This design comes from an exercise in tuning for small area and a short achievable clock period on the open sky130 flow, not from production work. In this exercise RTL edits were held to simulation tests only and were not proved equivalent to the original.

## flow/design.v (module list and top-level ports; edited modules follow where they fit)
// module FA: 6 lines
// module HA: 6 lines
// module Two_neuron: 1254 lines
module Two_neuron (clk,reset,enable,wgt1,wgt2,inp,out_vector);
  // ...
==> flow/flow/run.sh <==
#!/bin/bash
# The standard layout (the standard.sh, unchanged synthesis), with every input and
# output port buffered by a sky130_fd_sc_hd__buf_2 instead of the resizer's default pick.
set -e
export BUFFER_PORTS_ARGS="-buffer_cell sky130_fd_sc_hd__buf_2"
bash standard.sh > standard.log 2>&1
==> flow/standard.sh <==
#!/bin/bash
# synth_recipe.tcl (not shown) runs the flow's synth.tcl, then flattens the netlist and writes it again
# the make line also repeats each setting of config.mk as NAME=value (left out here)
make -C /OpenROAD-flow-scripts/flow DESIGN_CONFIG=/design/flow/config.mk WORK_HOME=/design/flow/orfs CLKGATE_MAP_FILE= SYNTH_SCRIPT=/design/flow/synth_recipe.tcl "${@:-finish}"
==> flow/config.mk <==
export PLATFORM = sky130hd
export DESIGN_NAME = Two_neuron
export DESIGN_NICKNAME = Two_neuron
export VERILOG_FILES = /design/flow/design.v
export SDC_FILE = /design/flow/constraint.sdc
export NUM_CORES = 4
export LEC_CHECK = 0
export CAP_MARGIN = 20
export CORE_MARGIN = 2
export CORE_UTILIZATION = 60
export SLEW_MARGIN = 20
export SYNTH_HIERARCHICAL = 1
export SYNTH_MINIMUM_KEEP_SIZE = 0
==> flow/constraint.sdc <==
create_clock -name core_clock -period 25.0 [get_ports {clk}]
set_input_delay 5.0000 -clock core_clock [delete_from_list [all_inputs] [get_ports {clk}]]
set_output_delay 5.0000 -clock core_clock [all_outputs]
set_load 0.01 [all_outputs]
==> impl_metrics.csv, run 1 <==
group,metric,value,unit
critical_path,reg2reg_depth,30,
timing,setup_viol,0,
clock_network,post_cts_resized,0,
routing,met1_length,38700,um
finish,mostFrequentLayoutCells,"674 x fa_1, 488 x nand2_1, 344 x dfxtp_1",
synthesis,synth_edf_count,0,
routing,drt-initial-drc-count,1611,
timing,holdWs,0.444,ns
synthesis,muxShareOfSynthArea,1.83,%
synthesis,synthMostInstantiatedCell,"fa_1",
clock_network,cts_tree,"built",
hold_path,min_from,"o1[1]",
routing,drtPass1Iterations,6,
routing,wl_met3,5200,um
timing,setup_slack,15.01,ns
routing,drt-total-wl,99800,um
synthesis,ys_types,84,
critical_path,cpPeakStageDelay,0.86,ns
synthesis,yosys-top-cells-count,"674 x fa_1, 488 x nand2_1, 345 x dfxtp_1",
critical_path,crit_family,"adder cells",
synthesis,ys_seq_area_share,19.1,%
grt,met2_usage,57.1,%
finish,nMultiInputCombCells,2806,
timing,hold_violations,0,
hold_path,hp-class,"reg2reg",
floorplan,tapCellCount,782,
critical_path,worstPathArrival,10.46,ns
routing,routedWlPerCell,22.4,um
placed_design,numPlacedInstances,4398,
finish,post-route-cell-area,38800,um^2
status,status,"complete, no violations",
timing,rsz0062_at_grt,"false",
routing,vias_per_cell,5.99,
finish,inverters,217,
critical_path,worst_ep_required_time,25.47,ns
critical_path,reg2reg_slack,15.01,ns
placed_design,port-buffer-count,234,
placed_design,gp_congestion,1.09,
synthesis,yosys-top-cells-area,"fa_1 37%, dfxtp_1 19%, ha_1 9.9%",
hold_path,hold_path_depth,2,
==> run 2: changes to the inputs <==
--- a/flow/config.mk
+++ b/flow/config.mk
@@ -9,3 +9,3 @@
 export CORE_MARGIN = 2
-export CORE_UTILIZATION = 60
+export CORE_UTILIZATION = 40
 export SLEW_MARGIN = 20
==> run 2 against run 1 <==
Effect of this change: synthesized cell count is the same; core utilization is 21 points lower; clock skew is 0.013 ns lower; flip-flop and latch count is the same; critical path depth fell by 1; critical path type unchanged; largest cell class unchanged; highest routed layer is now met5.
==> impl_metrics.csv, run 2 <==
group,metric,value,unit
synthesis,ys_ff_latch,345,
floorplan,die_h,305,um
synthesis,synth_area_leader_cell,"fa_1",
flow_run,cap_viol_max_count,0,
routing,wl_met3,7970,um
routing,met1_length,41800,um
critical_path,worst_ep_required_time,25.50,ns
timing,hold_violations,0,
clock_network,clock-root-buffer,"clkbuf_16",
finish,mostFrequentLayoutCells,"674 x fa_1, 488 x nand2_1, 344 x dfxtp_1",
synthesis,ys_seq_area_share,19.1,%
synthesis,synth_ff_type,"dfxtp_1",
critical_path,crit_slowest_cell,"buf_4",
clock_network,clk_pin_slew,0.06,ns
timing,rsz0062_at_grt,"false",
floorplan,rows,110,
synthesis,synth_warnings,7,
critical_path,worstPathArrival,10.14,ns
timing,drv_slew,0,
critical_path,cp-end-kind,"flip-flop",
synthesis,synth_edf_count,0,
synthesis,avgSynthCellArea,10.2,um^2
timing,min_period,9.64,ns
synthesis,ys_types,84,
timing,worstMarginPinSlew,1.01,ns
clock_network,htreeDepth,2,
placed_design,gp_congestion,0.935,
clock_network,clkSinkCount,345,
routing,routedWlPerCell,21.0,um
grt,grt_pass1_vias,27500,
synthesis,syn_area,36200,um^2
grt,grt_overflow,0,
clock_network,clock_latency,0.58,ns
grt,grt_max_degree,80,
finish,final_nets,4815,
routing,drc,0,
critical_path,cp-start-kind,"flip-flop",
timing,fmax,104,MHz
timing,fin_skew,0.0181,ns
finish,final_common_cell,"fa_1",
clock_network,cts_setup_buffers,0,
routing,ant_nets,0,
clock_network,cts_tree,"built",
hold_path,hp-class,"reg2reg",
status,status,"complete, no violations",
clock_network,cts_inserted_buffers,41,
routing,num_vias,25900,
placed_design,port-buffer-count,234,
critical_path,path_class,"reg2reg",
routing,wl_met2,49500,um
synthesis,synthMostInstantiatedCell,"fa_1",
synthesis,async_flop_share,0,%
synthesis,yosys-top-cells-count,"674 x fa_1, 488 x nand2_1, 345 x dfxtp_1",
finish,synthToLayoutAreaGrowth,9.07,%
synthesis,yosys-top-cells-area,"fa_1 37%, dfxtp_1 19%, ha_1 9.9%",
grt,track_usage,22.2,%
critical_path,worstPathMaxFanout,79,
finish,drive_above_1_share,11.3,%
floorplan,start_util,40.3,%
clock_network,clockBufferDepth,3,
synthesis,syn_inst,3567,
timing,relSlewSlack,32.6,%
floorplan,fp.dieW,305,um
placed_design,hpwl,83300,um
timing,setup_viol,0,
floorplan,dieArea,93000,um^2
grt,antenna_found_initial,13,
floorplan,design.core.area,89900,um^2
routing,drtPass1Iterations,5,
clock_network,postCtsHoldBufs,0,
clock_network,post_cts_resized,0,
timing,holdWs,0.445,ns
critical_path,path_common_cell,"fa_1",
routing,drt-total-wl,102000,um
critical_path,cpPeakStageDelay,0.67,ns
timing,post-route-period-util,38.6,%
floorplan,io_pins,259,
routing,vias_per_cell,5.31,
timing,tns,0,ns
routing,routed.top_layer,"met5",
synthesis,synth_top_cell_area_share,37.3,%
routing,drt-initial-drc-count,1653,
grt,grt_pass1_wl,159000,um
[run 2: changes by cell type in the layout (fill, tap and decap cells not counted), sizes merged]
| cell | change |
|---|---|
| clkbuf | +2 |
| bufinv | +2 |
| diode | +2 |
| clkinvlp | +2 |
| inv | -1 |
| clkinv | +4 |
[run 2: layer usage]
layer	vias to the layer above	GRT usage, %
li1	11900	-
met1	12900	28.0
met2	889	37.9
met3	176	5.41
met4	22	5.71
met5	-	0
[run 2: modules after synthesis (local to each module, per instance)]
| module | times used | cell area (um^2) | cells inside | flip-flops and latches |
|---|---|---|---|---|
| Two_neuron | 1 | 21800 | 2811 | 345 |
| FA | 666 | 20.0 | 1 | 0 |
| HA | 90 | 12.5 | 1 | 0 |
[run 2: area by class of cell]
| cell class | instances | area [um^2] |
|---|---|---|
| Antenna cell | 2 | 5.00 |
| Inverter | 217 | 815 |
| Fill cell | 8680 | 50400 |
| Clock inverter | 26 | 338 |
| Clock buffer | 48 | 1140 |
| Tap cell | 1176 | 1470 |
| Timing Repair Buffer | 249 | 1280 |
| Sequential cell | 345 | 6910 |
| Multi-Input combinational cell | 2806 | 27500 |
[run 2: final timing paths]
kind                             from        end  slack (ns)  cells after the start
worst max-delay path             q9_0  flip-flop       15.36                     29
worst min-delay path            o1[1]      o1[1]        0.44                      2
worst max register to register   q9_0  flip-flop       15.36                     29
worst min register to register  o1[1]      o1[1]        0.44                      2
[run 2: worst max-delay path, delay by kind of cell, from the launching register on]
family	cells	cell delay, ns
AND/OR/NAND/NOR	4	1.14
buffers and inverters	2	0.80
AO/OA/AOI/OAI	12	3.12
flip-flops	1	0.31
adder cells (fa/ha/maj)	8	3.26
XOR/XNOR	3	0.80
[run 2: through the flow]
stage                     worst slack, ns  instance area [um^2]  utilization [%]  std cells
final                               15.36                 39500             44.0       4869
after global routing                14.72                 39500             44.0       4867
after floorplan                     15.77                 36300                -       3590
after global placement              15.45                 38000             42.3       4792
after CTS                           15.37                 39500             43.9       4866
after detailed placement            15.39                 38000             42.3       4792
[run 2: cells by family (layout without fill, tap and decap cells)]
kind of cell	after synthesis	after routing	synth area share, %
xor gates and xnor gates	124	124	3.02
and+or+nand+nor	1238	1238	16.0
muxes	66	66	1.83
DFF	345	345	19.1
other	1	26	0.0104
buffers and inverters	439	540	5.23
adders and majority gates	960	960	47.1
AOI/OAI and AO/OA	394	394	7.70

afterwards: timing with drivers on the ports:
How much do the figures lean on ideal ports? The routed layouts below were timed once more, with nothing changed but the port constraints. Step 1 (the two cells are an assumption about what drives the block):
set clk [get_ports {clk}]
set_driving_cell -lib_cell sky130_fd_sc_hd__clkbuf_16 $clk
set_driving_cell -lib_cell sky130_fd_sc_hd__buf_2 [delete_from_list [all_inputs] $clk]
Step 2 also shifts input and output timing later by t, the mid clock arrival at the registers, as if the neighbouring blocks saw the same clock. Three values: no drivers, after step 1, after step 2; two values: the first two.
| run | shift t [ns] | setup slack, ns | worst setup path after step 2 |
|---|---|---|---|
| run 1 | 0.595 | 15.014 / 15.014 / 15.014 | register to register |
| run 2 | 0.633 | 15.362 / 15.362 / 15.362 | register to register |
After both steps setup and hold are still met in every run listed.
